What follows belongs to an exercise in optimizing a design on an open flow for small area; a production flow would make more cautious choices. At most, simulation tests tie the RTL to the original design; equivalence was not proved. The clock input has no modelled driver; a real chip could not lean on it and would need a root buffer or a full tree. Power figures rest on the tool's default switching activity, not on a simulated workload.

## R
// alu32_top
module alu32_top(
    input  wire        clk,
    input  wire [31:0] a,
    input  wire [31:0] b,
    input  wire [2:0]  op_code,
    output reg  [32:0] result,
    output reg         zero_flag,
    output reg         control_flag
    );
For scale: roughly 390 cells after synthesis, about 100 I/O pins, roughly 0.0042 sq mm of cells after synthesis.
Settings: LEC_CHECK=0, CAP_MARGIN=20, CORE_MARGIN=2, CORE_UTILIZATION=40, SLEW_MARGIN=20, SYNTH_HIERARCHICAL=1, SYNTH_MINIMUM_KEEP_SIZE=0; clock period 5.0 ns.
standard.sh (not shown) runs the stock make flow with config.mk's settings and CLKGATE_MAP_FILE= SYNTH_SCRIPT=/design/flow/synth_recipe.tcl, a recipe that flattens the netlist after the stock synthesis.
==> flow/flow/run.sh <==
#!/bin/bash
# Standard ORFS layout with these changes: the port buffers use the smallest buffer cell;
# every combinational cell is put at its smallest drive strength after floorplanning (the
# repair steps then size up only what timing needs); clock tree synthesis adds no dummy
# loads; power recovery downsizes non-critical cells after global routing.
set -euo pipefail
W=$(pwd)
bash standard.sh BUFFER_PORTS_ARGS="-buffer_cell sky130_fd_sc_hd__buf_1" \
  POST_FLOORPLAN_TCL="$W/flow/downsize.tcl" \
  CTS_ARGS="-sink_clustering_enable -repair_clock_nets -dont_use_dummy_load" \
  RECOVER_POWER=100 finish > make_finish.log 2>&1
==> flow/flow/downsize.tcl <==
# POST_FLOORPLAN hook: put every combinational cell at the smallest drive strength of its
# family; the later repair steps size up what timing needs.
set n 0
foreach inst [[ord::get_db_block] getInsts] {
  set m [$inst getMaster]
  set name [$m getName]
  if {![regexp {^(sky130_fd_sc_hd__[a-z0-9]+)_([0-9]+)$} $name -> base sz]} { continue }
  if {[string match {*df*} $base] || [string match {*clk*} $base] || [string match {*tap*} $base]
      || [string match {*conb*} $base] || [string match {*dl*} $base]} { continue }
  set best ""
  set best_a 1e9
  foreach lc [get_lib_cells ${base}_*] {
    set ln [get_name $lc]
    if {![regexp "^${base}_\[0-9\]+\$" $ln]} { continue }
    if {[get_property $lc dont_use]} { continue }
    set a [get_property $lc area]
    if {$a < $best_a} { set best_a $a; set best $ln }
  }
  if {$best ne "" && $best ne $name} {
    $inst swapMaster [[ord::get_db] findMaster $best]
    incr n
  }
}
puts "downsize: replaced $n cells"
R: flow completed, timing, DRC and antenna clean
## Diff of input files: Q against R
-- flow/design.v --
<<< R, line 306
    assign control_flag = hi;
    wire ze;
    alu_nor #(.N(19)) u_zlo (.a(r[19:1]), .y(ze));
    wire zp0;
    alu_nor2 u_zp0 (.a(r[20]), .b(r[21]), .y(zp0));
    wire zp1;
    alu_nor2 u_zp1 (.a(r[22]), .b(r[23]), .y(zp1));
    wire zp2;
    alu_nor2 u_zp2 (.a(r[24]), .b(r[25]), .y(zp2));
    wire zp3;
    alu_nor2 u_zp3 (.a(r[26]), .b(r[27]), .y(zp3));
    wire zp4;
    alu_nor2 u_zp4 (.a(r[28]), .b(r[29]), .y(zp4));
    wire zp5;
    alu_nor2 u_zp5 (.a(r[30]), .b(r[31]), .y(zp5));
    wire zp6;
    alu_nor2 u_zp6 (.a(hi), .b(r[0]), .y(zp6));
    wire zn0;
    alu_nand #(.N(4)) u_zn0 (.a({ze, zp0, zp1, zp2}), .y(zn0));
    wire zn1;
    alu_nand #(.N(4)) u_zn1 (.a({zp3, zp4, zp5, zp6}), .y(zn1));
    alu_nor #(.N(2)) u_z (.a({zn0, zn1}), .y(zero_flag));
endmodule
module alu_xor2 (input a, input b, output y);
>>> Q, line 306
    assign control_flag = hi;
    wire ze;
    alu_nor #(.N(11)) u_zlo (.a(r[11:1]), .y(ze));
    wire zp0;
    alu_nor2 u_zp0 (.a(r[12]), .b(r[13]), .y(zp0));
    wire zp1;
    alu_nor2 u_zp1 (.a(r[14]), .b(r[15]), .y(zp1));
    wire zp2;
    alu_nor2 u_zp2 (.a(r[16]), .b(r[17]), .y(zp2));
    wire zp3;
    alu_nor2 u_zp3 (.a(r[18]), .b(r[19]), .y(zp3));
    wire zp4;
    alu_nor2 u_zp4 (.a(r[20]), .b(r[21]), .y(zp4));
    wire zp5;
    alu_nor2 u_zp5 (.a(r[22]), .b(r[23]), .y(zp5));
    wire zp6;
    alu_nor2 u_zp6 (.a(r[24]), .b(r[25]), .y(zp6));
    wire zp7;
    alu_nor2 u_zp7 (.a(r[26]), .b(r[27]), .y(zp7));
    wire zp8;
    alu_nor2 u_zp8 (.a(r[28]), .b(r[29]), .y(zp8));
    wire zp9;
    alu_nor2 u_zp9 (.a(r[30]), .b(r[31]), .y(zp9));
    wire zp10;
    alu_nor2 u_zp10 (.a(hi), .b(r[0]), .y(zp10));
    wire zn0;
    alu_nand #(.N(4)) u_zn0 (.a({ze, zp0, zp1, zp2}), .y(zn0));
    wire zn1;
    alu_nand #(.N(4)) u_zn1 (.a({zp3, zp4, zp5, zp6}), .y(zn1));
    wire zn2;
    alu_nand #(.N(4)) u_zn2 (.a({zp7, zp8, zp9, zp10}), .y(zn2));
    alu_nor #(.N(3)) u_z (.a({zn0, zn1, zn2}), .y(zero_flag));
endmodule
module alu_xor2 (input a, input b, output y);
## What came out
[compare] base=R new=Q: design area held; combinational group share of total power rose by 0.5 points.
Status | Q and R | clean
NOTE peak clock frequency supported by timing R->Q increased by a few percent
Re number of diodes added for antenna fixing: no difference whatsoever between Q and R.
As of Q, area taken by multi-input logic gates had risen slightly compared to R.
The total internal power on R is in line with that on Q.
Final critical delay including setup and external delays came out lower on Q than on R.
Peak fanout along the critical path: Q vs R up 4
Worst-case hold slack for Q is higher than for R.
Q vs R — share of the clock period used by the worst path dropped 2.6 points.
No run of this note included a check of the RTL's function; only the layout flow was run.


job 5063:
Another version of the RTL of alu32_top (not shown whole).
Size: roughly 390 cells after synthesis, about 100 flip-flops, about 4300 um^2 of cells after synthesis.
==> flow/config.mk <==
export PLATFORM = sky130hd
export DESIGN_NAME = alu32_top
export DESIGN_NICKNAME = alu32_top
export VERILOG_FILES = /design/flow/design.v
export SDC_FILE = /design/flow/constraint.sdc
export NUM_CORES = 4
export LEC_CHECK = 0
export CAP_MARGIN = 20
export CORE_MARGIN = 2
export CORE_UTILIZATION = 40
export SLEW_MARGIN = 20
export SYNTH_HIERARCHICAL = 1
export SYNTH_MINIMUM_KEEP_SIZE = 0
==> flow/constraint.sdc <==
create_clock -name core_clock -period 5.0 [get_ports {clk}]
set_input_delay 1.0000 -clock core_clock [delete_from_list [all_inputs] [get_ports {clk}]]
set_output_delay 1.0000 -clock core_clock [all_outputs]
set_load 0.01 [all_outputs]
==> flow/flow/run.sh <==
#!/bin/bash
# Standard ORFS layout with these changes: the port buffers use the smallest buffer cell;
# every combinational cell is put at its smallest drive strength after floorplanning (the
# repair steps then size up only what timing needs); after clock tree synthesis its tree is
# replaced by a smaller two-level one (flow/mycts.tcl: the clock port drives one inv_8, which
# drives two clkinv_16, each clocking half the flip-flops); power recovery downsizes
# non-critical cells after global routing.
set -euo pipefail
W=$(pwd)
bash standard.sh BUFFER_PORTS_ARGS="-buffer_cell sky130_fd_sc_hd__buf_1" \
  POST_FLOORPLAN_TCL="$W/flow/downsize.tcl" POST_CTS_TCL="$W/flow/mycts.tcl" \
  CTS_ARGS="-sink_clustering_enable -repair_clock_nets -dont_use_dummy_load" \
  RECOVER_POWER=100 finish > make_finish.log 2>&1
Scripts as last shown in full above: flow/flow/downsize.tcl
Other scripts of this flow, unchanged in this note and not shown: flow/flow/mycts.tcl
diff inputs: job 5063 => job 8966
--- a/flow/design.v
+++ b/flow/design.v
@@ -268,24 +268,24 @@
     alu_xnor2 u_s27 (.a(pp[27]), .b(cc[27]), .y(sx[27]));
     alu_a22oi u_l27 (.a1(pp[27]), .a2(kp), .b1(gg[27]), .b2(kg), .y(lt[27]));
     alu_xnor2 u_s28 (.a(pp[28]), .b(cc[28]), .y(sx[28]));
     alu_a22oi u_l28 (.a1(pp[28]), .a2(kp), .b1(gg[28]), .b2(kg), .y(lt[28]));
     alu_xor2 u_s29 (.a(pp[29]), .b(cc[29]), .y(sx[29]));
     alu_nand2 u_l29 (.a(sx[29]), .b(ar), .y(lt[29]));
     alu_xnor2 u_s30 (.a(pp[30]), .b(cc[30]), .y(sx[30]));
     alu_a22oi u_l30 (.a1(pp[30]), .a2(kp), .b1(gg[30]), .b2(kg), .y(lt[30]));
     alu_xor2 u_s31 (.a(pp[31]), .b(cc[31]), .y(sx[31]));
     alu_nand2 u_l31 (.a(sx[31]), .b(ar), .y(lt[31]));
-    wire eq, hi, ncmp;
+    wire eq, hi, cmp, ncmp;
     alu_and #(.N(11), .INV(11'b10100101010)) u_eq (.a({pp[3], pp[2], pp[1], pp[0], P28, P24, P20, P16, P12, P8, P4}), .y(eq));
-    alu_hi #(.CINV(1)) u_hi (.ci(cc[32]), .op0(op_code[0]), .ar(ar), .hi(hi));
-    alu_ncmp #(.CINV(1)) u_ncmp (.op(op_code), .ci(cc[32]), .eq(eq), .ncmp(ncmp));
+    alu_flags #(.CINV(1)) u_fl (.op(op_code), .ci(cc[32]), .eq(eq),
+        .hi(hi), .cmp(cmp), .ncmp(ncmp));
     alu_o211ai u_r0 (.a1(sx[0]), .a2(nar), .b1(lt[0]), .c1(ncmp), .y(r[0]));
     alu_o221ai u_r1 (.a1(pp[1]), .a2(nkp), .b1(gg[1]), .b2(nkg), .c1(lt[1]), .y(r[1]));
     alu_o21ai u_r2 (.a1(sx[2]), .a2(nar), .b1(lt[2]), .y(r[2]));
     alu_o221ai u_r3 (.a1(pp[3]), .a2(nkp), .b1(gg[3]), .b2(nkg), .c1(lt[3]), .y(r[3]));
     alu_o21ai u_r4 (.a1(sx[4]), .a2(nar), .b1(lt[4]), .y(r[4]));
     alu_o221ai u_r5 (.a1(pp[5]), .a2(nkp), .b1(gg[5]), .b2(nkg), .c1(lt[5]), .y(r[5]));
     alu_o21ai u_r6 (.a1(sx[6]), .a2(nar), .b1(lt[6]), .y(r[6]));
     alu_o221ai u_r7 (.a1(pp[7]), .a2(nkp), .b1(gg[7]), .b2(nkg), .c1(lt[7]), .y(r[7]));
     alu_o221ai u_r8 (.a1(pp[8]), .a2(nkp), .b1(gg[8]), .b2(nkg), .c1(lt[8]), .y(r[8]));
     alu_o21ai u_r9 (.a1(sx[9]), .a2(nar), .b1(lt[9]), .y(r[9]));
@@ -426,17 +426,17 @@
     assign ar  = ~nar;                         
 endmodule
 module alu_dkp (input [2:0] op, output kp, output nkp);
     assign kp  = op[2] & op[1];                
     assign nkp = ~kp;
 endmodule
 module alu_dkg (input [2:0] op, output kg, output nkg);
     assign kg  = op[2] & (op[1] ^ op[0]);      
     assign nkg = ~kg;
 endmodule
-module alu_hi #(parameter CINV = 0) (input ci, input op0, input ar, output hi);
-    assign hi = ar & (ci ^ CINV ^ op0);
-endmodule
-module alu_ncmp #(parameter CINV = 0) (input [2:0] op, input ci, input eq, output ncmp);
+module alu_flags #(parameter CINV = 0) (input [2:0] op, input ci, input eq, output hi,
+                                        output cmp, output ncmp);
     wire co = ci ^ CINV;
-    assign ncmp = ~(((op == 3'b010) & co & ~eq) | ((op == 3'b011) & eq) | ((op == 3'b100) & ~co));
+    assign hi = ~op[2] & ~op[1] & (co ^ op[0]);    
+    assign cmp = ((op == 3'b010) & co & ~eq) | ((op == 3'b011) & eq) | ((op == 3'b100) & ~co);
+    assign ncmp = ~cmp;
 endmodule
Findings:
Job 5063 did not stop at any stage, and its layout met the timing, DRC and antenna checks. Job 8966 closes out successfully: all stages finished, all timing, DRC and antenna checks passed. Job 8966 ended with more first-pass GRT wire length than job 5063. Taking job 5063 as the reference, in job 8966 cell area did not really move; post-layout utilization of the core did not really move; sequential share of cell area went up; met1 layer wirelength in the final routing went up.
The RTL of job 5063 was laid out without a check of its function. No run of this note takes its clock network from TritonCTS; it comes from the design's own scripts or RTL.

[re-timing with driven ports]
No port has a modelled driver above. Below, the same layouts with a new extraction and two added sets of constraints.
Step 1 (the two cells are an assumption about what drives the block):
set clk [get_ports {clk}]
set_driving_cell -lib_cell sky130_fd_sc_hd__clkbuf_16 $clk
set_driving_cell -lib_cell sky130_fd_sc_hd__buf_2 [delete_from_list [all_inputs] $clk]
Step 2 adds t to the input delays and takes it off the output delays; t is the mean of the earliest and latest rising clock arrival at the registers after step 1. Input paths then give back, and output paths get back, about the clock's delay inside the block.
Three values: no drivers, after step 1, after step 2; two values: the first two.
run | t (ns) | setup WS [ns] | worst setup path after step 2
R | 0.387 | 0.278 / 0.278 / 0.278 | register to register
Q | 0.383 | 0.409 / 0.409 / 0.409 | register to register
job 5063 | 0.204 | 0.430 / 0.430 / 0.430 | register to register
job 8966 | 0.203 | 0.469 / 0.469 / 0.469 | register to register
After both steps setup and hold are still met in every run listed.
